What follows belongs to an exercise in optimizing a design on an open flow for small area and a short achievable clock period; a production flow would make more cautious choices. No functional check of the RTL was part of this run.

==> flow/design.v <==
module adder(input [15:0] A, input [15:0] B, input sub, output [16:0] S);
    wire [16:0] c;
    assign c[0] = sub;
    genvar k;
    generate
        for (k = 0; k < 16; k = k + 1) begin : fa
            wire b = B[k] ^ sub;
            assign S[k]   = A[k] ^ b ^ c[k];
            assign c[k+1] = (A[k] & b) | (A[k] & c[k]) | (b & c[k]);
        end
    endgenerate
    assign S[16] = c[16];
endmodule
module multiplier(input [15:0] A, input [15:0] B, output [31:0] P);
    wire [31:0] S [0:15];
    wire [32:0] C [0:15];
    genvar i, j, k;
    generate
        for (k = 0; k < 32; k = k + 1) begin : r0
            if (k < 16) begin : in
                assign S[0][k] = A[k] & B[0];
            end else begin : out
                assign S[0][k] = 1'b0;
            end
        end
        assign C[0] = 33'd0;
        for (j = 1; j < 16; j = j + 1) begin : row
            for (k = 0; k < 33; k = k + 1) begin : col
                if (k < 32 && (k < j || k > j + 15)) begin : pass
                    assign S[j][k] = S[j-1][k];
                end
                if (k <= j || k > j + 16) begin : pc
                    assign C[j][k] = (k <= j) ? 1'b0 : C[j-1][k];
                end
                if (k >= j && k <= j + 15) begin : add
                    wire a = A[k-j] & B[j];
                    wire b = S[j-1][k];
                    wire c = C[j-1][k];
                    assign S[j][k]   = a ^ b ^ c;
                    assign C[j][k+1] = (a & b) | (a & c) | (b & c);
                end
            end
        end
        wire [16:0] rc;
        assign rc[0] = 1'b0;
        for (k = 0; k < 16; k = k + 1) begin : fin
            assign P[k] = S[15][k];
            wire a = S[15][k+16];
            wire b = C[15][k+16];
            assign P[k+16] = a ^ b ^ rc[k];
            assign rc[k+1] = (a & b) | (a & rc[k]) | (b & rc[k]);
        end
    endgenerate
endmodule
module dividor(
    input  [15:0] A,
    input  [15:0] B,
    output [15:0] Q,
    output [15:0] R
);
    wire [15:0] nb = ~B;
    wire [15:0] r16 = A;
    wire [0:0] x15 = r16[15:15];
    wire [0:0] p15 = x15 ^ nb[0:0];
    wire [0:0] g15_0;
    assign g15_0[0] = x15[0] | nb[0];
    wire [0:0] d15;
    assign d15[0] = ~p15[0];
    assign Q[15] = ~|B[15:1] & g15_0[0];
    wire [15:0] r15 = {Q[15] ? d15 : x15, r16[14:0]};
    wire [1:0] x14 = r15[15:14];
    wire [1:0] p14 = x14 ^ nb[1:0];
    wire [1:0] g14_0;
    assign g14_0[0] = x14[0] | nb[0];
    assign g14_0[1:1] = x14[1:1] & nb[1:1];
    wire G14_0 = g14_0[1] | (p14[1] & g14_0[0]);
    wire [1:0] d14;
    assign d14[0] = ~p14[0];
    assign d14[1] = p14[1] ^ g14_0[0];
    assign Q[14] = ~|B[15:2] & G14_0;
    wire [15:0] r14 = {Q[14] ? d14 : x14, r15[13:0]};
    wire [2:0] x13 = r14[15:13];
    wire [2:0] p13 = x13 ^ nb[2:0];
    wire [2:0] g13_0;
    assign g13_0[0] = x13[0] | nb[0];
    assign g13_0[2:1] = x13[2:1] & nb[2:1];
    wire G13_0 = g13_0[1] | (p13[1] & g13_0[0]);
    wire G13_1 = g13_0[2] | (p13[2] & g13_0[1]);
    wire P13_1 = p13[2] & p13[1];
    wire G13_2 = G13_1 | (P13_1 & g13_0[0]);
    wire [2:0] d13;
    assign d13[0] = ~p13[0];
    assign d13[1] = p13[1] ^ g13_0[0];
    assign d13[2] = p13[2] ^ G13_0;
    assign Q[13] = ~|B[15:3] & G13_2;
    wire [15:0] r13 = {Q[13] ? d13 : x13, r14[12:0]};
    wire [3:0] x12 = r13[15:12];
    wire [3:0] p12 = x12 ^ nb[3:0];
    wire [3:0] g12_0;
    assign g12_0[0] = x12[0] | nb[0];
    assign g12_0[3:1] = x12[3:1] & nb[3:1];
    wire G12_0 = g12_0[1] | (p12[1] & g12_0[0]);
    wire G12_1 = g12_0[2] | (p12[2] & g12_0[1]);
    wire P12_1 = p12[2] & p12[1];
    wire G12_2 = g12_0[3] | (p12[3] & g12_0[2]);
    wire P12_2 = p12[3] & p12[2];
    wire G12_3 = G12_1 | (P12_1 & g12_0[0]);
    wire G12_4 = G12_2 | (P12_2 & G12_0);
    wire [3:0] d12;
    assign d12[0] = ~p12[0];
    assign d12[1] = p12[1] ^ g12_0[0];
    assign d12[2] = p12[2] ^ G12_0;
    assign d12[3] = p12[3] ^ G12_3;
    assign Q[12] = ~|B[15:4] & G12_4;
    wire [15:0] r12 = {Q[12] ? d12 : x12, r13[11:0]};
    wire [4:0] x11 = r12[15:11];
    wire [4:0] p11 = x11 ^ nb[4:0];
    wire [4:0] g11_0;
    assign g11_0[0] = x11[0] | nb[0];
    assign g11_0[4:1] = x11[4:1] & nb[4:1];
    wire G11_0 = g11_0[1] | (p11[1] & g11_0[0]);
    wire G11_1 = g11_0[2] | (p11[2] & g11_0[1]);
    wire P11_1 = p11[2] & p11[1];
    wire G11_2 = g11_0[3] | (p11[3] & g11_0[2]);
    wire P11_2 = p11[3] & p11[2];
    wire G11_3 = g11_0[4] | (p11[4] & g11_0[3]);
    wire P11_3 = p11[4] & p11[3];
    wire G11_4 = G11_1 | (P11_1 & g11_0[0]);
    wire G11_5 = G11_2 | (P11_2 & G11_0);
    wire G11_6 = G11_3 | (P11_3 & G11_1);
    wire P11_6 = P11_3 & P11_1;
    wire G11_7 = G11_6 | (P11_6 & g11_0[0]);
    wire [4:0] d11;
    assign d11[0] = ~p11[0];
    assign d11[1] = p11[1] ^ g11_0[0];
    assign d11[2] = p11[2] ^ G11_0;
    assign d11[3] = p11[3] ^ G11_4;
    assign d11[4] = p11[4] ^ G11_5;
    assign Q[11] = ~|B[15:5] & G11_7;
    wire [15:0] r11 = {Q[11] ? d11 : x11, r12[10:0]};
    wire [5:0] x10 = r11[15:10];
    wire [5:0] p10 = x10 ^ nb[5:0];
    wire [5:0] g10_0;
    assign g10_0[0] = x10[0] | nb[0];
    assign g10_0[5:1] = x10[5:1] & nb[5:1];
    wire G10_0 = g10_0[1] | (p10[1] & g10_0[0]);
    wire G10_1 = g10_0[2] | (p10[2] & g10_0[1]);
    wire P10_1 = p10[2] & p10[1];
    wire G10_2 = g10_0[3] | (p10[3] & g10_0[2]);
    wire P10_2 = p10[3] & p10[2];
    wire G10_3 = g10_0[4] | (p10[4] & g10_0[3]);
    wire P10_3 = p10[4] & p10[3];
    wire G10_4 = g10_0[5] | (p10[5] & g10_0[4]);
    wire P10_4 = p10[5] & p10[4];
    wire G10_5 = G10_1 | (P10_1 & g10_0[0]);
    wire G10_6 = G10_2 | (P10_2 & G10_0);
    wire G10_7 = G10_3 | (P10_3 & G10_1);
    wire P10_7 = P10_3 & P10_1;
    wire G10_8 = G10_4 | (P10_4 & G10_2);
    wire P10_8 = P10_4 & P10_2;
    wire G10_9 = G10_7 | (P10_7 & g10_0[0]);
    wire G10_10 = G10_8 | (P10_8 & G10_0);
    wire [5:0] d10;
    assign d10[0] = ~p10[0];
    assign d10[1] = p10[1] ^ g10_0[0];
    assign d10[2] = p10[2] ^ G10_0;
    assign d10[3] = p10[3] ^ G10_5;
    assign d10[4] = p10[4] ^ G10_6;
    assign d10[5] = p10[5] ^ G10_9;
    assign Q[10] = ~|B[15:6] & G10_10;
    wire [15:0] r10 = {Q[10] ? d10 : x10, r11[9:0]};
    wire [6:0] x9 = r10[15:9];
    wire [6:0] p9 = x9 ^ nb[6:0];
    wire [6:0] g9_0;
    assign g9_0[0] = x9[0] | nb[0];
    assign g9_0[6:1] = x9[6:1] & nb[6:1];
    wire G9_0 = g9_0[1] | (p9[1] & g9_0[0]);
    wire G9_1 = g9_0[2] | (p9[2] & g9_0[1]);
    wire P9_1 = p9[2] & p9[1];
    wire G9_2 = g9_0[3] | (p9[3] & g9_0[2]);
    wire P9_2 = p9[3] & p9[2];
    wire G9_3 = g9_0[4] | (p9[4] & g9_0[3]);
    wire P9_3 = p9[4] & p9[3];
    wire G9_4 = g9_0[5] | (p9[5] & g9_0[4]);
    wire P9_4 = p9[5] & p9[4];
    wire G9_5 = g9_0[6] | (p9[6] & g9_0[5]);
    wire P9_5 = p9[6] & p9[5];
    wire G9_6 = G9_1 | (P9_1 & g9_0[0]);
    wire G9_7 = G9_2 | (P9_2 & G9_0);
    wire G9_8 = G9_3 | (P9_3 & G9_1);
    wire P9_8 = P9_3 & P9_1;
    wire G9_9 = G9_4 | (P9_4 & G9_2);
    wire P9_9 = P9_4 & P9_2;
    wire G9_10 = G9_5 | (P9_5 & G9_3);
    wire P9_10 = P9_5 & P9_3;
    wire G9_11 = G9_8 | (P9_8 & g9_0[0]);
    wire G9_12 = G9_9 | (P9_9 & G9_0);
    wire G9_13 = G9_10 | (P9_10 & G9_6);
    wire [6:0] d9;
    assign d9[0] = ~p9[0];
    assign d9[1] = p9[1] ^ g9_0[0];
    assign d9[2] = p9[2] ^ G9_0;
    assign d9[3] = p9[3] ^ G9_6;
    assign d9[4] = p9[4] ^ G9_7;
    assign d9[5] = p9[5] ^ G9_11;
    assign d9[6] = p9[6] ^ G9_12;
    assign Q[9] = ~|B[15:7] & G9_13;
    wire [15:0] r9 = {Q[9] ? d9 : x9, r10[8:0]};
    wire [7:0] x8 = r9[15:8];
    wire [7:0] p8 = x8 ^ nb[7:0];
    wire [7:0] g8_0;
    assign g8_0[0] = x8[0] | nb[0];
    assign g8_0[7:1] = x8[7:1] & nb[7:1];
    wire G8_0 = g8_0[1] | (p8[1] & g8_0[0]);
    wire G8_1 = g8_0[2] | (p8[2] & g8_0[1]);
    wire P8_1 = p8[2] & p8[1];
    wire G8_2 = g8_0[3] | (p8[3] & g8_0[2]);
    wire P8_2 = p8[3] & p8[2];
    wire G8_3 = g8_0[4] | (p8[4] & g8_0[3]);
    wire P8_3 = p8[4] & p8[3];
    wire G8_4 = g8_0[5] | (p8[5] & g8_0[4]);
    wire P8_4 = p8[5] & p8[4];
    wire G8_5 = g8_0[6] | (p8[6] & g8_0[5]);
    wire P8_5 = p8[6] & p8[5];
    wire G8_6 = g8_0[7] | (p8[7] & g8_0[6]);
    wire P8_6 = p8[7] & p8[6];
    wire G8_7 = G8_1 | (P8_1 & g8_0[0]);
    wire G8_8 = G8_2 | (P8_2 & G8_0);
    wire G8_9 = G8_3 | (P8_3 & G8_1);
    wire P8_9 = P8_3 & P8_1;
    wire G8_10 = G8_4 | (P8_4 & G8_2);
    wire P8_10 = P8_4 & P8_2;
    wire G8_11 = G8_5 | (P8_5 & G8_3);
    wire P8_11 = P8_5 & P8_3;
    wire G8_12 = G8_6 | (P8_6 & G8_4);
    wire P8_12 = P8_6 & P8_4;
    wire G8_13 = G8_9 | (P8_9 & g8_0[0]);
    wire G8_14 = G8_10 | (P8_10 & G8_0);
    wire G8_15 = G8_11 | (P8_11 & G8_7);
    wire G8_16 = G8_12 | (P8_12 & G8_8);
    wire [7:0] d8;
    assign d8[0] = ~p8[0];
    assign d8[1] = p8[1] ^ g8_0[0];
    assign d8[2] = p8[2] ^ G8_0;
    assign d8[3] = p8[3] ^ G8_7;
    assign d8[4] = p8[4] ^ G8_8;
    assign d8[5] = p8[5] ^ G8_13;
    assign d8[6] = p8[6] ^ G8_14;
    assign d8[7] = p8[7] ^ G8_15;
    assign Q[8] = ~|B[15:8] & G8_16;
    wire [15:0] r8 = {Q[8] ? d8 : x8, r9[7:0]};
    wire [8:0] x7 = r8[15:7];
    wire [8:0] p7 = x7 ^ nb[8:0];
    wire [8:0] g7_0;
    assign g7_0[0] = x7[0] | nb[0];
    assign g7_0[8:1] = x7[8:1] & nb[8:1];
    wire G7_0 = g7_0[1] | (p7[1] & g7_0[0]);
    wire G7_1 = g7_0[2] | (p7[2] & g7_0[1]);
    wire P7_1 = p7[2] & p7[1];
    wire G7_2 = g7_0[3] | (p7[3] & g7_0[2]);
    wire P7_2 = p7[3] & p7[2];
    wire G7_3 = g7_0[4] | (p7[4] & g7_0[3]);
    wire P7_3 = p7[4] & p7[3];
    wire G7_4 = g7_0[5] | (p7[5] & g7_0[4]);
    wire P7_4 = p7[5] & p7[4];
    wire G7_5 = g7_0[6] | (p7[6] & g7_0[5]);
    wire P7_5 = p7[6] & p7[5];
    wire G7_6 = g7_0[7] | (p7[7] & g7_0[6]);
    wire P7_6 = p7[7] & p7[6];
    wire G7_7 = g7_0[8] | (p7[8] & g7_0[7]);
    wire P7_7 = p7[8] & p7[7];
    wire G7_8 = G7_1 | (P7_1 & g7_0[0]);
    wire G7_9 = G7_2 | (P7_2 & G7_0);
    wire G7_10 = G7_3 | (P7_3 & G7_1);
    wire P7_10 = P7_3 & P7_1;
    wire G7_11 = G7_4 | (P7_4 & G7_2);
    wire P7_11 = P7_4 & P7_2;
    wire G7_12 = G7_5 | (P7_5 & G7_3);
    wire P7_12 = P7_5 & P7_3;
    wire G7_13 = G7_6 | (P7_6 & G7_4);
    wire P7_13 = P7_6 & P7_4;
    wire G7_14 = G7_7 | (P7_7 & G7_5);
    wire P7_14 = P7_7 & P7_5;
    wire G7_15 = G7_10 | (P7_10 & g7_0[0]);
    wire G7_16 = G7_11 | (P7_11 & G7_0);
    wire G7_17 = G7_12 | (P7_12 & G7_8);
    wire G7_18 = G7_13 | (P7_13 & G7_9);
    wire G7_19 = G7_14 | (P7_14 & G7_10);
    wire P7_19 = P7_14 & P7_10;
    wire G7_20 = G7_19 | (P7_19 & g7_0[0]);
    wire [8:0] d7;
    assign d7[0] = ~p7[0];
    assign d7[1] = p7[1] ^ g7_0[0];
    assign d7[2] = p7[2] ^ G7_0;
    assign d7[3] = p7[3] ^ G7_8;
    assign d7[4] = p7[4] ^ G7_9;
    assign d7[5] = p7[5] ^ G7_15;
    assign d7[6] = p7[6] ^ G7_16;
    assign d7[7] = p7[7] ^ G7_17;
    assign d7[8] = p7[8] ^ G7_18;
    assign Q[7] = ~|B[15:9] & G7_20;
    wire [15:0] r7 = {Q[7] ? d7 : x7, r8[6:0]};
    wire [9:0] x6 = r7[15:6];
    wire [9:0] p6 = x6 ^ nb[9:0];
    wire [9:0] g6_0;
    assign g6_0[0] = x6[0] | nb[0];
    assign g6_0[9:1] = x6[9:1] & nb[9:1];
    wire G6_0 = g6_0[1] | (p6[1] & g6_0[0]);
    wire G6_1 = g6_0[2] | (p6[2] & g6_0[1]);
    wire P6_1 = p6[2] & p6[1];
    wire G6_2 = g6_0[3] | (p6[3] & g6_0[2]);
    wire P6_2 = p6[3] & p6[2];
    wire G6_3 = g6_0[4] | (p6[4] & g6_0[3]);
    wire P6_3 = p6[4] & p6[3];
    wire G6_4 = g6_0[5] | (p6[5] & g6_0[4]);
    wire P6_4 = p6[5] & p6[4];
    wire G6_5 = g6_0[6] | (p6[6] & g6_0[5]);
    wire P6_5 = p6[6] & p6[5];
    wire G6_6 = g6_0[7] | (p6[7] & g6_0[6]);
    wire P6_6 = p6[7] & p6[6];
    wire G6_7 = g6_0[8] | (p6[8] & g6_0[7]);
    wire P6_7 = p6[8] & p6[7];
    wire G6_8 = g6_0[9] | (p6[9] & g6_0[8]);
    wire P6_8 = p6[9] & p6[8];
    wire G6_9 = G6_1 | (P6_1 & g6_0[0]);
    wire G6_10 = G6_2 | (P6_2 & G6_0);
    wire G6_11 = G6_3 | (P6_3 & G6_1);
    wire P6_11 = P6_3 & P6_1;
    wire G6_12 = G6_4 | (P6_4 & G6_2);
    wire P6_12 = P6_4 & P6_2;
    wire G6_13 = G6_5 | (P6_5 & G6_3);
    wire P6_13 = P6_5 & P6_3;
    wire G6_14 = G6_6 | (P6_6 & G6_4);
    wire P6_14 = P6_6 & P6_4;
    wire G6_15 = G6_7 | (P6_7 & G6_5);
    wire P6_15 = P6_7 & P6_5;
    wire G6_16 = G6_8 | (P6_8 & G6_6);
    wire P6_16 = P6_8 & P6_6;
    wire G6_17 = G6_11 | (P6_11 & g6_0[0]);
    wire G6_18 = G6_12 | (P6_12 & G6_0);
    wire G6_19 = G6_13 | (P6_13 & G6_9);
    wire G6_20 = G6_14 | (P6_14 & G6_10);
    wire G6_21 = G6_15 | (P6_15 & G6_11);
    wire P6_21 = P6_15 & P6_11;
    wire G6_22 = G6_16 | (P6_16 & G6_12);
    wire P6_22 = P6_16 & P6_12;
    wire G6_23 = G6_21 | (P6_21 & g6_0[0]);
    wire G6_24 = G6_22 | (P6_22 & G6_0);
    wire [9:0] d6;
    assign d6[0] = ~p6[0];
    assign d6[1] = p6[1] ^ g6_0[0];
    assign d6[2] = p6[2] ^ G6_0;
    assign d6[3] = p6[3] ^ G6_9;
    assign d6[4] = p6[4] ^ G6_10;
    assign d6[5] = p6[5] ^ G6_17;
    assign d6[6] = p6[6] ^ G6_18;
    assign d6[7] = p6[7] ^ G6_19;
    assign d6[8] = p6[8] ^ G6_20;
    assign d6[9] = p6[9] ^ G6_23;
    assign Q[6] = ~|B[15:10] & G6_24;
    wire [15:0] r6 = {Q[6] ? d6 : x6, r7[5:0]};
    wire [10:0] x5 = r6[15:5];
    wire [10:0] p5 = x5 ^ nb[10:0];
    wire [10:0] g5_0;
    assign g5_0[0] = x5[0] | nb[0];
    assign g5_0[10:1] = x5[10:1] & nb[10:1];
    wire G5_0 = g5_0[1] | (p5[1] & g5_0[0]);
    wire G5_1 = g5_0[2] | (p5[2] & g5_0[1]);
    wire P5_1 = p5[2] & p5[1];
    wire G5_2 = g5_0[3] | (p5[3] & g5_0[2]);
    wire P5_2 = p5[3] & p5[2];
    wire G5_3 = g5_0[4] | (p5[4] & g5_0[3]);
    wire P5_3 = p5[4] & p5[3];
    wire G5_4 = g5_0[5] | (p5[5] & g5_0[4]);
    wire P5_4 = p5[5] & p5[4];
    wire G5_5 = g5_0[6] | (p5[6] & g5_0[5]);
    wire P5_5 = p5[6] & p5[5];
    wire G5_6 = g5_0[7] | (p5[7] & g5_0[6]);
    wire P5_6 = p5[7] & p5[6];
    wire G5_7 = g5_0[8] | (p5[8] & g5_0[7]);
    wire P5_7 = p5[8] & p5[7];
    wire G5_8 = g5_0[9] | (p5[9] & g5_0[8]);
    wire P5_8 = p5[9] & p5[8];
    wire G5_9 = g5_0[10] | (p5[10] & g5_0[9]);
    wire P5_9 = p5[10] & p5[9];
    wire G5_10 = G5_1 | (P5_1 & g5_0[0]);
    wire G5_11 = G5_2 | (P5_2 & G5_0);
    wire G5_12 = G5_3 | (P5_3 & G5_1);
    wire P5_12 = P5_3 & P5_1;
    wire G5_13 = G5_4 | (P5_4 & G5_2);
    wire P5_13 = P5_4 & P5_2;
    wire G5_14 = G5_5 | (P5_5 & G5_3);
    wire P5_14 = P5_5 & P5_3;
    wire G5_15 = G5_6 | (P5_6 & G5_4);
    wire P5_15 = P5_6 & P5_4;
    wire G5_16 = G5_7 | (P5_7 & G5_5);
    wire P5_16 = P5_7 & P5_5;
    wire G5_17 = G5_8 | (P5_8 & G5_6);
    wire P5_17 = P5_8 & P5_6;
    wire G5_18 = G5_9 | (P5_9 & G5_7);
    wire P5_18 = P5_9 & P5_7;
    wire G5_19 = G5_12 | (P5_12 & g5_0[0]);
    wire G5_20 = G5_13 | (P5_13 & G5_0);
    wire G5_21 = G5_14 | (P5_14 & G5_10);
    wire G5_22 = G5_15 | (P5_15 & G5_11);
    wire G5_23 = G5_16 | (P5_16 & G5_12);
    wire P5_23 = P5_16 & P5_12;
    wire G5_24 = G5_17 | (P5_17 & G5_13);
    wire P5_24 = P5_17 & P5_13;
    wire G5_25 = G5_18 | (P5_18 & G5_14);
    wire P5_25 = P5_18 & P5_14;
    wire G5_26 = G5_23 | (P5_23 & g5_0[0]);
    wire G5_27 = G5_24 | (P5_24 & G5_0);
    wire G5_28 = G5_25 | (P5_25 & G5_10);
    wire [10:0] d5;
    assign d5[0] = ~p5[0];
    assign d5[1] = p5[1] ^ g5_0[0];
    assign d5[2] = p5[2] ^ G5_0;
    assign d5[3] = p5[3] ^ G5_10;
    assign d5[4] = p5[4] ^ G5_11;
    assign d5[5] = p5[5] ^ G5_19;
    assign d5[6] = p5[6] ^ G5_20;
    assign d5[7] = p5[7] ^ G5_21;
    assign d5[8] = p5[8] ^ G5_22;
    assign d5[9] = p5[9] ^ G5_26;
    assign d5[10] = p5[10] ^ G5_27;
    assign Q[5] = ~|B[15:11] & G5_28;
    wire [15:0] r5 = {Q[5] ? d5 : x5, r6[4:0]};
    wire [11:0] x4 = r5[15:4];
    wire [11:0] p4 = x4 ^ nb[11:0];
    wire [11:0] g4_0;
    assign g4_0[0] = x4[0] | nb[0];
    assign g4_0[11:1] = x4[11:1] & nb[11:1];
    wire G4_0 = g4_0[1] | (p4[1] & g4_0[0]);
    wire G4_1 = g4_0[2] | (p4[2] & g4_0[1]);
    wire P4_1 = p4[2] & p4[1];
    wire G4_2 = g4_0[3] | (p4[3] & g4_0[2]);
    wire P4_2 = p4[3] & p4[2];
    wire G4_3 = g4_0[4] | (p4[4] & g4_0[3]);
    wire P4_3 = p4[4] & p4[3];
    wire G4_4 = g4_0[5] | (p4[5] & g4_0[4]);
    wire P4_4 = p4[5] & p4[4];
    wire G4_5 = g4_0[6] | (p4[6] & g4_0[5]);
    wire P4_5 = p4[6] & p4[5];
    wire G4_6 = g4_0[7] | (p4[7] & g4_0[6]);
    wire P4_6 = p4[7] & p4[6];
    wire G4_7 = g4_0[8] | (p4[8] & g4_0[7]);
    wire P4_7 = p4[8] & p4[7];
    wire G4_8 = g4_0[9] | (p4[9] & g4_0[8]);
    wire P4_8 = p4[9] & p4[8];
    wire G4_9 = g4_0[10] | (p4[10] & g4_0[9]);
    wire P4_9 = p4[10] & p4[9];
    wire G4_10 = g4_0[11] | (p4[11] & g4_0[10]);
    wire P4_10 = p4[11] & p4[10];
    wire G4_11 = G4_1 | (P4_1 & g4_0[0]);
    wire G4_12 = G4_2 | (P4_2 & G4_0);
    wire G4_13 = G4_3 | (P4_3 & G4_1);
    wire P4_13 = P4_3 & P4_1;
    wire G4_14 = G4_4 | (P4_4 & G4_2);
    wire P4_14 = P4_4 & P4_2;
    wire G4_15 = G4_5 | (P4_5 & G4_3);
    wire P4_15 = P4_5 & P4_3;
    wire G4_16 = G4_6 | (P4_6 & G4_4);
    wire P4_16 = P4_6 & P4_4;
    wire G4_17 = G4_7 | (P4_7 & G4_5);
    wire P4_17 = P4_7 & P4_5;
    wire G4_18 = G4_8 | (P4_8 & G4_6);
    wire P4_18 = P4_8 & P4_6;
    wire G4_19 = G4_9 | (P4_9 & G4_7);
    wire P4_19 = P4_9 & P4_7;
    wire G4_20 = G4_10 | (P4_10 & G4_8);
    wire P4_20 = P4_10 & P4_8;
    wire G4_21 = G4_13 | (P4_13 & g4_0[0]);
    wire G4_22 = G4_14 | (P4_14 & G4_0);
    wire G4_23 = G4_15 | (P4_15 & G4_11);
    wire G4_24 = G4_16 | (P4_16 & G4_12);
    wire G4_25 = G4_17 | (P4_17 & G4_13);
    wire P4_25 = P4_17 & P4_13;
    wire G4_26 = G4_18 | (P4_18 & G4_14);
    wire P4_26 = P4_18 & P4_14;
    wire G4_27 = G4_19 | (P4_19 & G4_15);
    wire P4_27 = P4_19 & P4_15;
    wire G4_28 = G4_20 | (P4_20 & G4_16);
    wire P4_28 = P4_20 & P4_16;
    wire G4_29 = G4_25 | (P4_25 & g4_0[0]);
    wire G4_30 = G4_26 | (P4_26 & G4_0);
    wire G4_31 = G4_27 | (P4_27 & G4_11);
    wire G4_32 = G4_28 | (P4_28 & G4_12);
    wire [11:0] d4;
    assign d4[0] = ~p4[0];
    assign d4[1] = p4[1] ^ g4_0[0];
    assign d4[2] = p4[2] ^ G4_0;
    assign d4[3] = p4[3] ^ G4_11;
    assign d4[4] = p4[4] ^ G4_12;
    assign d4[5] = p4[5] ^ G4_21;
    assign d4[6] = p4[6] ^ G4_22;
    assign d4[7] = p4[7] ^ G4_23;
    assign d4[8] = p4[8] ^ G4_24;
    assign d4[9] = p4[9] ^ G4_29;
    assign d4[10] = p4[10] ^ G4_30;
    assign d4[11] = p4[11] ^ G4_31;
    assign Q[4] = ~|B[15:12] & G4_32;
    wire [15:0] r4 = {Q[4] ? d4 : x4, r5[3:0]};
    wire [12:0] x3 = r4[15:3];
    wire [12:0] p3 = x3 ^ nb[12:0];
    wire [12:0] g3_0;
    assign g3_0[0] = x3[0] | nb[0];
    assign g3_0[12:1] = x3[12:1] & nb[12:1];
    wire G3_0 = g3_0[1] | (p3[1] & g3_0[0]);
    wire G3_1 = g3_0[2] | (p3[2] & g3_0[1]);
    wire P3_1 = p3[2] & p3[1];
    wire G3_2 = g3_0[3] | (p3[3] & g3_0[2]);
    wire P3_2 = p3[3] & p3[2];
    wire G3_3 = g3_0[4] | (p3[4] & g3_0[3]);
    wire P3_3 = p3[4] & p3[3];
    wire G3_4 = g3_0[5] | (p3[5] & g3_0[4]);
    wire P3_4 = p3[5] & p3[4];
    wire G3_5 = g3_0[6] | (p3[6] & g3_0[5]);
    wire P3_5 = p3[6] & p3[5];
    wire G3_6 = g3_0[7] | (p3[7] & g3_0[6]);
    wire P3_6 = p3[7] & p3[6];
    wire G3_7 = g3_0[8] | (p3[8] & g3_0[7]);
    wire P3_7 = p3[8] & p3[7];
    wire G3_8 = g3_0[9] | (p3[9] & g3_0[8]);
    wire P3_8 = p3[9] & p3[8];
    wire G3_9 = g3_0[10] | (p3[10] & g3_0[9]);
    wire P3_9 = p3[10] & p3[9];
    wire G3_10 = g3_0[11] | (p3[11] & g3_0[10]);
    wire P3_10 = p3[11] & p3[10];
    wire G3_11 = g3_0[12] | (p3[12] & g3_0[11]);
    wire P3_11 = p3[12] & p3[11];
    wire G3_12 = G3_1 | (P3_1 & g3_0[0]);
    wire G3_13 = G3_2 | (P3_2 & G3_0);
    wire G3_14 = G3_3 | (P3_3 & G3_1);
    wire P3_14 = P3_3 & P3_1;
    wire G3_15 = G3_4 | (P3_4 & G3_2);
    wire P3_15 = P3_4 & P3_2;
    wire G3_16 = G3_5 | (P3_5 & G3_3);
    wire P3_16 = P3_5 & P3_3;
    wire G3_17 = G3_6 | (P3_6 & G3_4);
    wire P3_17 = P3_6 & P3_4;
    wire G3_18 = G3_7 | (P3_7 & G3_5);
    wire P3_18 = P3_7 & P3_5;
    wire G3_19 = G3_8 | (P3_8 & G3_6);
    wire P3_19 = P3_8 & P3_6;
    wire G3_20 = G3_9 | (P3_9 & G3_7);
    wire P3_20 = P3_9 & P3_7;
    wire G3_21 = G3_10 | (P3_10 & G3_8);
    wire P3_21 = P3_10 & P3_8;
    wire G3_22 = G3_11 | (P3_11 & G3_9);
    wire P3_22 = P3_11 & P3_9;
    wire G3_23 = G3_14 | (P3_14 & g3_0[0]);
    wire G3_24 = G3_15 | (P3_15 & G3_0);
    wire G3_25 = G3_16 | (P3_16 & G3_12);
    wire G3_26 = G3_17 | (P3_17 & G3_13);
    wire G3_27 = G3_18 | (P3_18 & G3_14);
    wire P3_27 = P3_18 & P3_14;
    wire G3_28 = G3_19 | (P3_19 & G3_15);
    wire P3_28 = P3_19 & P3_15;
    wire G3_29 = G3_20 | (P3_20 & G3_16);
    wire P3_29 = P3_20 & P3_16;
    wire G3_30 = G3_21 | (P3_21 & G3_17);
    wire P3_30 = P3_21 & P3_17;
    wire G3_31 = G3_22 | (P3_22 & G3_18);
    wire P3_31 = P3_22 & P3_18;
    wire G3_32 = G3_27 | (P3_27 & g3_0[0]);
    wire G3_33 = G3_28 | (P3_28 & G3_0);
    wire G3_34 = G3_29 | (P3_29 & G3_12);
    wire G3_35 = G3_30 | (P3_30 & G3_13);
    wire G3_36 = G3_31 | (P3_31 & G3_23);
    wire [12:0] d3;
    assign d3[0] = ~p3[0];
    assign d3[1] = p3[1] ^ g3_0[0];
    assign d3[2] = p3[2] ^ G3_0;
    assign d3[3] = p3[3] ^ G3_12;
    assign d3[4] = p3[4] ^ G3_13;
    assign d3[5] = p3[5] ^ G3_23;
    assign d3[6] = p3[6] ^ G3_24;
    assign d3[7] = p3[7] ^ G3_25;
    assign d3[8] = p3[8] ^ G3_26;
    assign d3[9] = p3[9] ^ G3_32;
    assign d3[10] = p3[10] ^ G3_33;
    assign d3[11] = p3[11] ^ G3_34;
    assign d3[12] = p3[12] ^ G3_35;
    assign Q[3] = ~|B[15:13] & G3_36;
    wire [15:0] r3 = {Q[3] ? d3 : x3, r4[2:0]};
    wire [13:0] x2 = r3[15:2];
    wire [13:0] p2 = x2 ^ nb[13:0];
    wire [13:0] g2_0;
    assign g2_0[0] = x2[0] | nb[0];
    assign g2_0[13:1] = x2[13:1] & nb[13:1];
    wire G2_0 = g2_0[1] | (p2[1] & g2_0[0]);
    wire G2_1 = g2_0[2] | (p2[2] & g2_0[1]);
    wire P2_1 = p2[2] & p2[1];
    wire G2_2 = g2_0[3] | (p2[3] & g2_0[2]);
    wire P2_2 = p2[3] & p2[2];
    wire G2_3 = g2_0[4] | (p2[4] & g2_0[3]);
    wire P2_3 = p2[4] & p2[3];
    wire G2_4 = g2_0[5] | (p2[5] & g2_0[4]);
    wire P2_4 = p2[5] & p2[4];
    wire G2_5 = g2_0[6] | (p2[6] & g2_0[5]);
    wire P2_5 = p2[6] & p2[5];
    wire G2_6 = g2_0[7] | (p2[7] & g2_0[6]);
    wire P2_6 = p2[7] & p2[6];
    wire G2_7 = g2_0[8] | (p2[8] & g2_0[7]);
    wire P2_7 = p2[8] & p2[7];
    wire G2_8 = g2_0[9] | (p2[9] & g2_0[8]);
    wire P2_8 = p2[9] & p2[8];
    wire G2_9 = g2_0[10] | (p2[10] & g2_0[9]);
    wire P2_9 = p2[10] & p2[9];
    wire G2_10 = g2_0[11] | (p2[11] & g2_0[10]);
    wire P2_10 = p2[11] & p2[10];
    wire G2_11 = g2_0[12] | (p2[12] & g2_0[11]);
    wire P2_11 = p2[12] & p2[11];
    wire G2_12 = g2_0[13] | (p2[13] & g2_0[12]);
    wire P2_12 = p2[13] & p2[12];
    wire G2_13 = G2_1 | (P2_1 & g2_0[0]);
    wire G2_14 = G2_2 | (P2_2 & G2_0);
    wire G2_15 = G2_3 | (P2_3 & G2_1);
    wire P2_15 = P2_3 & P2_1;
    wire G2_16 = G2_4 | (P2_4 & G2_2);
    wire P2_16 = P2_4 & P2_2;
    wire G2_17 = G2_5 | (P2_5 & G2_3);
    wire P2_17 = P2_5 & P2_3;
    wire G2_18 = G2_6 | (P2_6 & G2_4);
    wire P2_18 = P2_6 & P2_4;
    wire G2_19 = G2_7 | (P2_7 & G2_5);
    wire P2_19 = P2_7 & P2_5;
    wire G2_20 = G2_8 | (P2_8 & G2_6);
    wire P2_20 = P2_8 & P2_6;
    wire G2_21 = G2_9 | (P2_9 & G2_7);
    wire P2_21 = P2_9 & P2_7;
    wire G2_22 = G2_10 | (P2_10 & G2_8);
    wire P2_22 = P2_10 & P2_8;
    wire G2_23 = G2_11 | (P2_11 & G2_9);
    wire P2_23 = P2_11 & P2_9;
    wire G2_24 = G2_12 | (P2_12 & G2_10);
    wire P2_24 = P2_12 & P2_10;
    wire G2_25 = G2_15 | (P2_15 & g2_0[0]);
    wire G2_26 = G2_16 | (P2_16 & G2_0);
    wire G2_27 = G2_17 | (P2_17 & G2_13);
    wire G2_28 = G2_18 | (P2_18 & G2_14);
    wire G2_29 = G2_19 | (P2_19 & G2_15);
    wire P2_29 = P2_19 & P2_15;
    wire G2_30 = G2_20 | (P2_20 & G2_16);
    wire P2_30 = P2_20 & P2_16;
    wire G2_31 = G2_21 | (P2_21 & G2_17);
    wire P2_31 = P2_21 & P2_17;
    wire G2_32 = G2_22 | (P2_22 & G2_18);
    wire P2_32 = P2_22 & P2_18;
    wire G2_33 = G2_23 | (P2_23 & G2_19);
    wire P2_33 = P2_23 & P2_19;
    wire G2_34 = G2_24 | (P2_24 & G2_20);
    wire P2_34 = P2_24 & P2_20;
    wire G2_35 = G2_29 | (P2_29 & g2_0[0]);
    wire G2_36 = G2_30 | (P2_30 & G2_0);
    wire G2_37 = G2_31 | (P2_31 & G2_13);
    wire G2_38 = G2_32 | (P2_32 & G2_14);
    wire G2_39 = G2_33 | (P2_33 & G2_25);
    wire G2_40 = G2_34 | (P2_34 & G2_26);
    wire [13:0] d2;
    assign d2[0] = ~p2[0];
    assign d2[1] = p2[1] ^ g2_0[0];
    assign d2[2] = p2[2] ^ G2_0;
    assign d2[3] = p2[3] ^ G2_13;
    assign d2[4] = p2[4] ^ G2_14;
    assign d2[5] = p2[5] ^ G2_25;
    assign d2[6] = p2[6] ^ G2_26;
    assign d2[7] = p2[7] ^ G2_27;
    assign d2[8] = p2[8] ^ G2_28;
    assign d2[9] = p2[9] ^ G2_35;
    assign d2[10] = p2[10] ^ G2_36;
    assign d2[11] = p2[11] ^ G2_37;
    assign d2[12] = p2[12] ^ G2_38;
    assign d2[13] = p2[13] ^ G2_39;
    assign Q[2] = ~|B[15:14] & G2_40;
    wire [15:0] r2 = {Q[2] ? d2 : x2, r3[1:0]};
    wire [14:0] x1 = r2[15:1];
    wire [14:0] p1 = x1 ^ nb[14:0];
    wire [14:0] g1_0;
    assign g1_0[0] = x1[0] | nb[0];
    assign g1_0[14:1] = x1[14:1] & nb[14:1];
    wire G1_0 = g1_0[1] | (p1[1] & g1_0[0]);
    wire G1_1 = g1_0[2] | (p1[2] & g1_0[1]);
    wire P1_1 = p1[2] & p1[1];
    wire G1_2 = g1_0[3] | (p1[3] & g1_0[2]);
    wire P1_2 = p1[3] & p1[2];
    wire G1_3 = g1_0[4] | (p1[4] & g1_0[3]);
    wire P1_3 = p1[4] & p1[3];
    wire G1_4 = g1_0[5] | (p1[5] & g1_0[4]);
    wire P1_4 = p1[5] & p1[4];
    wire G1_5 = g1_0[6] | (p1[6] & g1_0[5]);
    wire P1_5 = p1[6] & p1[5];
    wire G1_6 = g1_0[7] | (p1[7] & g1_0[6]);
    wire P1_6 = p1[7] & p1[6];
    wire G1_7 = g1_0[8] | (p1[8] & g1_0[7]);
    wire P1_7 = p1[8] & p1[7];
    wire G1_8 = g1_0[9] | (p1[9] & g1_0[8]);
    wire P1_8 = p1[9] & p1[8];
    wire G1_9 = g1_0[10] | (p1[10] & g1_0[9]);
    wire P1_9 = p1[10] & p1[9];
    wire G1_10 = g1_0[11] | (p1[11] & g1_0[10]);
    wire P1_10 = p1[11] & p1[10];
    wire G1_11 = g1_0[12] | (p1[12] & g1_0[11]);
    wire P1_11 = p1[12] & p1[11];
    wire G1_12 = g1_0[13] | (p1[13] & g1_0[12]);
    wire P1_12 = p1[13] & p1[12];
    wire G1_13 = g1_0[14] | (p1[14] & g1_0[13]);
    wire P1_13 = p1[14] & p1[13];
    wire G1_14 = G1_1 | (P1_1 & g1_0[0]);
    wire G1_15 = G1_2 | (P1_2 & G1_0);
    wire G1_16 = G1_3 | (P1_3 & G1_1);
    wire P1_16 = P1_3 & P1_1;
    wire G1_17 = G1_4 | (P1_4 & G1_2);
    wire P1_17 = P1_4 & P1_2;
    wire G1_18 = G1_5 | (P1_5 & G1_3);
    wire P1_18 = P1_5 & P1_3;
    wire G1_19 = G1_6 | (P1_6 & G1_4);
    wire P1_19 = P1_6 & P1_4;
    wire G1_20 = G1_7 | (P1_7 & G1_5);
    wire P1_20 = P1_7 & P1_5;
    wire G1_21 = G1_8 | (P1_8 & G1_6);
    wire P1_21 = P1_8 & P1_6;
    wire G1_22 = G1_9 | (P1_9 & G1_7);
    wire P1_22 = P1_9 & P1_7;
    wire G1_23 = G1_10 | (P1_10 & G1_8);
    wire P1_23 = P1_10 & P1_8;
    wire G1_24 = G1_11 | (P1_11 & G1_9);
    wire P1_24 = P1_11 & P1_9;
    wire G1_25 = G1_12 | (P1_12 & G1_10);
    wire P1_25 = P1_12 & P1_10;
    wire G1_26 = G1_13 | (P1_13 & G1_11);
    wire P1_26 = P1_13 & P1_11;
    wire G1_27 = G1_16 | (P1_16 & g1_0[0]);
    wire G1_28 = G1_17 | (P1_17 & G1_0);
    wire G1_29 = G1_18 | (P1_18 & G1_14);
    wire G1_30 = G1_19 | (P1_19 & G1_15);
    wire G1_31 = G1_20 | (P1_20 & G1_16);
    wire P1_31 = P1_20 & P1_16;
    wire G1_32 = G1_21 | (P1_21 & G1_17);
    wire P1_32 = P1_21 & P1_17;
    wire G1_33 = G1_22 | (P1_22 & G1_18);
    wire P1_33 = P1_22 & P1_18;
    wire G1_34 = G1_23 | (P1_23 & G1_19);
    wire P1_34 = P1_23 & P1_19;
    wire G1_35 = G1_24 | (P1_24 & G1_20);
    wire P1_35 = P1_24 & P1_20;
    wire G1_36 = G1_25 | (P1_25 & G1_21);
    wire P1_36 = P1_25 & P1_21;
    wire G1_37 = G1_26 | (P1_26 & G1_22);
    wire P1_37 = P1_26 & P1_22;
    wire G1_38 = G1_31 | (P1_31 & g1_0[0]);
    wire G1_39 = G1_32 | (P1_32 & G1_0);
    wire G1_40 = G1_33 | (P1_33 & G1_14);
    wire G1_41 = G1_34 | (P1_34 & G1_15);
    wire G1_42 = G1_35 | (P1_35 & G1_27);
    wire G1_43 = G1_36 | (P1_36 & G1_28);
    wire G1_44 = G1_37 | (P1_37 & G1_29);
    wire [14:0] d1;
    assign d1[0] = ~p1[0];
    assign d1[1] = p1[1] ^ g1_0[0];
    assign d1[2] = p1[2] ^ G1_0;
    assign d1[3] = p1[3] ^ G1_14;
    assign d1[4] = p1[4] ^ G1_15;
    assign d1[5] = p1[5] ^ G1_27;
    assign d1[6] = p1[6] ^ G1_28;
    assign d1[7] = p1[7] ^ G1_29;
    assign d1[8] = p1[8] ^ G1_30;
    assign d1[9] = p1[9] ^ G1_38;
    assign d1[10] = p1[10] ^ G1_39;
    assign d1[11] = p1[11] ^ G1_40;
    assign d1[12] = p1[12] ^ G1_41;
    assign d1[13] = p1[13] ^ G1_42;
    assign d1[14] = p1[14] ^ G1_43;
    assign Q[1] = ~|B[15:15] & G1_44;
    wire [15:0] r1 = {Q[1] ? d1 : x1, r2[0:0]};
    wire [15:0] x0 = r1[15:0];
    wire [15:0] p0 = x0 ^ nb[15:0];
    wire [15:0] g0_0;
    assign g0_0[0] = x0[0] | nb[0];
    assign g0_0[15:1] = x0[15:1] & nb[15:1];
    wire G0_0 = g0_0[1] | (p0[1] & g0_0[0]);
    wire G0_1 = g0_0[2] | (p0[2] & g0_0[1]);
    wire P0_1 = p0[2] & p0[1];
    wire G0_2 = g0_0[3] | (p0[3] & g0_0[2]);
    wire P0_2 = p0[3] & p0[2];
    wire G0_3 = g0_0[4] | (p0[4] & g0_0[3]);
    wire P0_3 = p0[4] & p0[3];
    wire G0_4 = g0_0[5] | (p0[5] & g0_0[4]);
    wire P0_4 = p0[5] & p0[4];
    wire G0_5 = g0_0[6] | (p0[6] & g0_0[5]);
    wire P0_5 = p0[6] & p0[5];
    wire G0_6 = g0_0[7] | (p0[7] & g0_0[6]);
    wire P0_6 = p0[7] & p0[6];
    wire G0_7 = g0_0[8] | (p0[8] & g0_0[7]);
    wire P0_7 = p0[8] & p0[7];
    wire G0_8 = g0_0[9] | (p0[9] & g0_0[8]);
    wire P0_8 = p0[9] & p0[8];
    wire G0_9 = g0_0[10] | (p0[10] & g0_0[9]);
    wire P0_9 = p0[10] & p0[9];
    wire G0_10 = g0_0[11] | (p0[11] & g0_0[10]);
    wire P0_10 = p0[11] & p0[10];
    wire G0_11 = g0_0[12] | (p0[12] & g0_0[11]);
    wire P0_11 = p0[12] & p0[11];
    wire G0_12 = g0_0[13] | (p0[13] & g0_0[12]);
    wire P0_12 = p0[13] & p0[12];
    wire G0_13 = g0_0[14] | (p0[14] & g0_0[13]);
    wire P0_13 = p0[14] & p0[13];
    wire G0_14 = g0_0[15] | (p0[15] & g0_0[14]);
    wire P0_14 = p0[15] & p0[14];
    wire G0_15 = G0_1 | (P0_1 & g0_0[0]);
    wire G0_16 = G0_2 | (P0_2 & G0_0);
    wire G0_17 = G0_3 | (P0_3 & G0_1);
    wire P0_17 = P0_3 & P0_1;
    wire G0_18 = G0_4 | (P0_4 & G0_2);
    wire P0_18 = P0_4 & P0_2;
    wire G0_19 = G0_5 | (P0_5 & G0_3);
    wire P0_19 = P0_5 & P0_3;
    wire G0_20 = G0_6 | (P0_6 & G0_4);
    wire P0_20 = P0_6 & P0_4;
    wire G0_21 = G0_7 | (P0_7 & G0_5);
    wire P0_21 = P0_7 & P0_5;
    wire G0_22 = G0_8 | (P0_8 & G0_6);
    wire P0_22 = P0_8 & P0_6;
    wire G0_23 = G0_9 | (P0_9 & G0_7);
    wire P0_23 = P0_9 & P0_7;
    wire G0_24 = G0_10 | (P0_10 & G0_8);
    wire P0_24 = P0_10 & P0_8;
    wire G0_25 = G0_11 | (P0_11 & G0_9);
    wire P0_25 = P0_11 & P0_9;
    wire G0_26 = G0_12 | (P0_12 & G0_10);
    wire P0_26 = P0_12 & P0_10;
    wire G0_27 = G0_13 | (P0_13 & G0_11);
    wire P0_27 = P0_13 & P0_11;
    wire G0_28 = G0_14 | (P0_14 & G0_12);
    wire P0_28 = P0_14 & P0_12;
    wire G0_29 = G0_17 | (P0_17 & g0_0[0]);
    wire G0_30 = G0_18 | (P0_18 & G0_0);
    wire G0_31 = G0_19 | (P0_19 & G0_15);
    wire G0_32 = G0_20 | (P0_20 & G0_16);
    wire G0_33 = G0_21 | (P0_21 & G0_17);
    wire P0_33 = P0_21 & P0_17;
    wire G0_34 = G0_22 | (P0_22 & G0_18);
    wire P0_34 = P0_22 & P0_18;
    wire G0_35 = G0_23 | (P0_23 & G0_19);
    wire P0_35 = P0_23 & P0_19;
    wire G0_36 = G0_24 | (P0_24 & G0_20);
    wire P0_36 = P0_24 & P0_20;
    wire G0_37 = G0_25 | (P0_25 & G0_21);
    wire P0_37 = P0_25 & P0_21;
    wire G0_38 = G0_26 | (P0_26 & G0_22);
    wire P0_38 = P0_26 & P0_22;
    wire G0_39 = G0_27 | (P0_27 & G0_23);
    wire P0_39 = P0_27 & P0_23;
    wire G0_40 = G0_28 | (P0_28 & G0_24);
    wire P0_40 = P0_28 & P0_24;
    wire G0_41 = G0_33 | (P0_33 & g0_0[0]);
    wire G0_42 = G0_34 | (P0_34 & G0_0);
    wire G0_43 = G0_35 | (P0_35 & G0_15);
    wire G0_44 = G0_36 | (P0_36 & G0_16);
    wire G0_45 = G0_37 | (P0_37 & G0_29);
    wire G0_46 = G0_38 | (P0_38 & G0_30);
    wire G0_47 = G0_39 | (P0_39 & G0_31);
    wire G0_48 = G0_40 | (P0_40 & G0_32);
    wire [15:0] d0;
    assign d0[0] = ~p0[0];
    assign d0[1] = p0[1] ^ g0_0[0];
    assign d0[2] = p0[2] ^ G0_0;
    assign d0[3] = p0[3] ^ G0_15;
    assign d0[4] = p0[4] ^ G0_16;
    assign d0[5] = p0[5] ^ G0_29;
    assign d0[6] = p0[6] ^ G0_30;
    assign d0[7] = p0[7] ^ G0_31;
    assign d0[8] = p0[8] ^ G0_32;
    assign d0[9] = p0[9] ^ G0_41;
    assign d0[10] = p0[10] ^ G0_42;
    assign d0[11] = p0[11] ^ G0_43;
    assign d0[12] = p0[12] ^ G0_44;
    assign d0[13] = p0[13] ^ G0_45;
    assign d0[14] = p0[14] ^ G0_46;
    assign d0[15] = p0[15] ^ G0_47;
    assign Q[0] = 1'b1 & G0_48;
    wire [15:0] r0 = Q[0] ? d0 : x0;
    assign R = r0;
endmodule
`timescale 1ns / 1ps
module Verticle_Partition_ALU(
input [15:0] A, B,
input [2:0] op,
input clk,
input reset,
output reg [31:0] sol
    );
    wire op_add = (op == 3'b000);
    wire op_sub = (op == 3'b001);
    wire op_mul = (op == 3'b010);
    wire op_shr = (op == 3'b011);
    wire op_shl = (op == 3'b100);
    wire op_mod = (op == 3'b101);
    wire op_div = (op == 3'b110);
    wire op_and = (op == 3'b111);
    wire [16:0] as;
    adder u_add (.A(A), .B(B), .sub(op_sub), .S(as));
    wire        sh   = op_shl | op_shr;
    wire [3:0]  sa   = op_shr ? (4'd0 - B[3:0]) : B[3:0];
    wire [15:0] mb   = sh ? (16'd1 << sa) : B;
    wire [31:0] p;
    multiplier u_mul (.A(A), .B(mb), .P(p));
    wire [15:0] q, r;
    dividor u_div (.A(A), .B(B), .Q(q), .R(r));
    wire b_lt16 = ~|B[15:4];
    wire b_lt32 = ~|B[15:5];
    wire s_zero = ~|B[3:0];
    wire b_nz   = ~(b_lt16 & s_zero);
    wire run    = ~reset;
    wire lo_as  = run & (op_add | op_sub);
    wire lo_plo = run & (op_mul | (op_shl & b_lt32 & ~B[4]) | (op_shr & b_lt16 & s_zero));
    wire lo_phi = run & op_shr & b_lt16 & ~s_zero;
    wire lo_r   = run & op_mod & b_nz;
    wire lo_q   = run & op_div & b_nz;
    wire lo_and = run & op_and;
    wire hi_add = run & op_add;
    wire hi_sub = run & op_sub & ~as[16];
    wire hi_phi = run & (op_mul | (op_shl & b_lt32 & ~B[4]));
    wire hi_plo = run & op_shl & b_lt32 & B[4];
    wire [31:0] d;
    assign d[15:0]  = ({16{lo_as}}  & as[15:0])
                    | ({16{lo_plo}} & p[15:0])
                    | ({16{lo_phi}} & p[31:16])
                    | ({16{lo_r}}   & r)
                    | ({16{lo_q}}   & q)
                    | ({16{lo_and}} & (A & B));
    assign d[16]    = (hi_add & as[16]) | hi_sub | (hi_phi & p[16]) | (hi_plo & p[0]);
    assign d[31:17] = {15{hi_sub}} | ({15{hi_phi}} & p[31:17]) | ({15{hi_plo}} & p[15:1]);
    always @(posedge clk)
        sol <= d;
endmodule
==> flow/flow/run.sh <==
#!/bin/bash
# Standard layout (the standard.sh), with repair_timing aiming for
# 60 ns of setup slack instead of 0, so that it sizes the critical paths.
set -e
bash standard.sh SETUP_SLACK_MARGIN=60 finish > standard.log 2>&1
==> flow/standard.sh <==
#!/bin/bash
# synth_recipe.tcl (not shown) runs the flow's synth.tcl, then flattens the netlist and writes it again
# the make line also repeats each setting of config.mk as NAME=value (left out here)
make -C /OpenROAD-flow-scripts/flow DESIGN_CONFIG=/design/flow/config.mk WORK_HOME=/design/flow/orfs CLKGATE_MAP_FILE= SYNTH_SCRIPT=/design/flow/synth_recipe.tcl "${@:-finish}"
==> flow/config.mk <==
export PLATFORM = sky130hd
export DESIGN_NAME = Verticle_Partition_ALU
export DESIGN_NICKNAME = Verticle_Partition_ALU
export VERILOG_FILES = /design/flow/design.v
export SDC_FILE = /design/flow/constraint.sdc
export NUM_CORES = 4
export LEC_CHECK = 0
export CAP_MARGIN = 20
export CORE_MARGIN = 2
export CORE_UTILIZATION = 40
export SLEW_MARGIN = 20
==> flow/constraint.sdc <==
create_clock -name core_clock -period 110.0 [get_ports {clk}]
set_input_delay 22.0000 -clock core_clock [delete_from_list [all_inputs] [get_ports {clk}]]
set_output_delay 22.0000 -clock core_clock [all_outputs]
set_load 0.01 [all_outputs]
==> out/summary.txt <==
Wire length per cell = 21.6 um
Core box area = 0.0408 mm^2
Final wirelength = 54800 um
Largest register FFs = 32
Pin count of the biggest net entering global routing = 31
Starting Density = 40.5%
CTS tree = done
Top Registers = sol x32
Most common cell on crit path = ha_1
Post-synthesis async set-or-reset flop share = 0%
Final core utilization = 45.8%
CTS root buffer = clkbuf_16
Slew Viols, Final = 0
Library cells used by synthesis = 84
CTS Hold Bufs = 0
Fmax = 0.0206 GHz
Crit path from = B[8]
Register bit count reported by yosys = 32
# port buffers = 68
GP Congestion = 0.964
Tmin final = 48.64 ns
Ports = 69
Hold crit path type = primary input to flop
Final nets = 2450
Syn. warnings = 2
Tcrit/Tclk final = 44.2%
DRC viols = 0
First-iteration detailed-routing DRC count = 1175
First-pass GRT wire length = 85900 um
# fillers = 4019
DIE AREA = 0.0430 mm^2
Worst hold margin = 22.77 ns
Top sig layer = met4
Cell area after synthesis = 0.0165 mm^2
Most flop-heavy register = sol
Vias in the first global route = 15.1k
Die H = 207 um
Final ANT Viol Nets = 0
Final hold vios = 0
Slew @ Worst Pin = 0.973 ns
Worst path bufs/invs = 11
CTS HTree Levels = 2
Initial antenna violation count = 1
Via/cell ratio = 5.82
Setup TNS = 0 ns
All-Layer GR Usage = 25.3%
Worst hold start = op[0]
CP arrival = 48.80 ns
Share of layout cells above drive strength 1 = 10.3%
Count of final setup violators = 0
Worst-path clk slew = 0.06 ns
CTS Buffer Depth = 2
Final Non-Filler Cells = 2539
Ys flop type = dfxtp_1
FP Rows = 74
Crit path largest cell delay = 0.61 ns
Status = timing/DRC/antenna clean
Seq/Total Area, Yosys = 3.88%
DR vias = 14.8k
EDFF count, synth = 0
Post-synth net total = 2381
Total of max-cap violations = 0
Die Width = 207 um
Crit path max fanout = 16
Worst Path Required = 110.16 ns
First drt pass iteration count = 5
Kind of end point of the critical path = flop
Total clock sinks = 32
Metal-1 WL = 23600 um
Post-Synthesis Cells = 1935
Delay-heaviest family, CP = compound AO/OA/AOI/OAI gates
Worst setup SP type = primary input
Gr ovfl total = 0
Detail Route met2 WL = 26400 um
Final HPWL DP = 44200 um
CP max-delay cell = clkdlybuf4s50_1
RSZ-0062 raised after global routing = false
Rel. slew slack = 35.1%
Placed Cells = 2484
CTS Buf Count = 5
Crit Path Class = primary input to flop
Area Overhead vs Synth = 13.3%
Met3 WL = 2540 um
Synthesized area per cell = 8.54 um^2
-- stage by stage --
stage | area (um^2) | setup WS (ns)
6_report | 18700 | 61.36
5_1_grt | 18700 | 59.88
4_1_cts | 18200 | 60.03
3_5_place_dp | 17800 | 56.55
3_3_place_gp | 17800 | 57.39
2_1_floorplan | 16500 | 61.19
-- synthesized netlist by cell type, types with 4 or more instances --
cell type    n  area (um^2)
a211oi_1    19          143
a21o_1      39          293
a21oi_1     80          400
a221o_1     35          350
a221oi_1     7         61.3
a22o_1      10         87.6
a22oi_1      4         30.0
a31oi_1     20          125
a32o_1      16          160
a32oi_1      4         35.0
and2_1     172         1080
and3_1       8         50.1
clkbuf_1    67          251
dfxtp_1     32          641
fa_1       254         5080
ha_1       155         1940
inv_1      206          773
mux2_2      29          327
mux2i_1     19          190
nand2_1    128          480
nand2b_1    24          150
nand3_1     25          125
nand3b_1     4         30.0
nand4_1      4         25.0
nor2_1     149          559
nor2b_1     25          156
nor3_1      28          140
nor3b_1      6         45.0
nor4_1       6         37.5
o2111ai_1    4         35.0
o211ai_1    10         75.1
o21a_1      24          180
o21ai_0     79          395
o21ai_1      6         30.0
o21bai_1    11         82.6
o221a_2      4         45.0
o22ai_1      7         43.8
o31a_1       7         61.3
o31ai_1     12         90.1
or2_2       12         75.1
or3_1       13         81.3
xnor2_1     67          587
xor2_1      32          280
-- layer usage --
metal | vias up | global-route usage [%]
met3 | 99 | 1.57
met4 | 0 | 8.50
met1 | 7437 | 33.4
met2 | 426 | 44.0
met5 | - | 0
li1 | 6808 | -
-- tightest hold or removal path, cell delays in order --
cell and delay [ns]:
clkdlybuf4s50_1 0.62, inv_1 0.14, a31oi_1 0.12, nand3_1 0.13
-- cell type report --
| class | instances | area (um^2) | area share (%) |
|---|---|---|---|
| Sequential cell | 32 | 641 | 3.42 |
| Multi-Input combinational cell | 1623 | 15300 | 81.6 |
| Timing Repair Buffer | 134 | 1210 | 6.48 |
| Inverter | 208 | 783 | 4.18 |
| Tap cell | 532 | 666 | 3.56 |
| Antenna cell | 2 | 5.00 | 0.0267 |
| Clock buffer | 5 | 125 | 0.668 |
| Clock inverter | 3 | 18.8 | 0.100 |
-- what timing repair did --
item,in CTS,in global routing
hold endpoints to repair,0,0
cloned,0,2
endpoints found under the setup margin,16,16
pin swaps,6,13
buffers inserted,19,24
gates resized for setup,29,74
-- final timing paths --
kind                  endpoint  slack [ns]  cells after the start
worst max-delay path    sol[8]       61.36                    115
worst min-delay path   sol[16]       22.77                      4
-- cells by family after synthesis --
| logic type | share of synthesized area, % |
|---|---|
| AND/OR/NAND/NOR | 19.4 |
| AO/OA/AOI/OAI | 19.2 |
| adder cells (fa/ha/maj) | 42.5 |
| buffers and inverters | 6.47 |
| XOR/XNOR | 5.25 |
| multiplexers | 3.22 |
| flip-flops | 3.88 |
-- placed cells by master, fill, tap and decap left out, types with 29 or more instances in the layout --
master	netlist	final
fa_1	254	254
inv_1	206	206
and2_1	172	171
ha_1	155	155
nor2_1	149	147
nand2_1	128	127
a21oi_1	80	72
o21ai_0	79	68
xnor2_1	67	67
buf_4	0	62
clkdlybuf4s50_1	0	57
a21o_1	39	39
a221o_1	35	35
xor2_1	32	32
dfxtp_1	32	32
mux2_2	29	29

==> what the ideal ports hide <==
No port has a modelled driver above. Below, the same layout with a new extraction and two added sets of constraints.
Step 1: set_driving_cell puts a clkbuf_16 on clk and a buf_2 on each other input, an assumption about the parent block.
Step 2 adds t to the input delays and takes it off the output delays; t is the mean of the earliest and latest rising clock arrival at the registers after step 1. Input paths then give back, and output paths get back, about the clock's delay inside the block.
Three values: ideal, step 1, step 2; two values: the first two.
t, ns: 0.315
setup WS [ns]: 61.360 / 61.336 / 61.022
clock arrival spread, ns: 0.007 / 0.007
worst register clock-pin slew, ns: 0.06 / 0.06
worst slew at a driven data input, ns: 0.09
After both steps this run still meets setup and hold. The setup slack of this run moves by -0.024 ns with the drivers and by -0.338 ns with both steps.
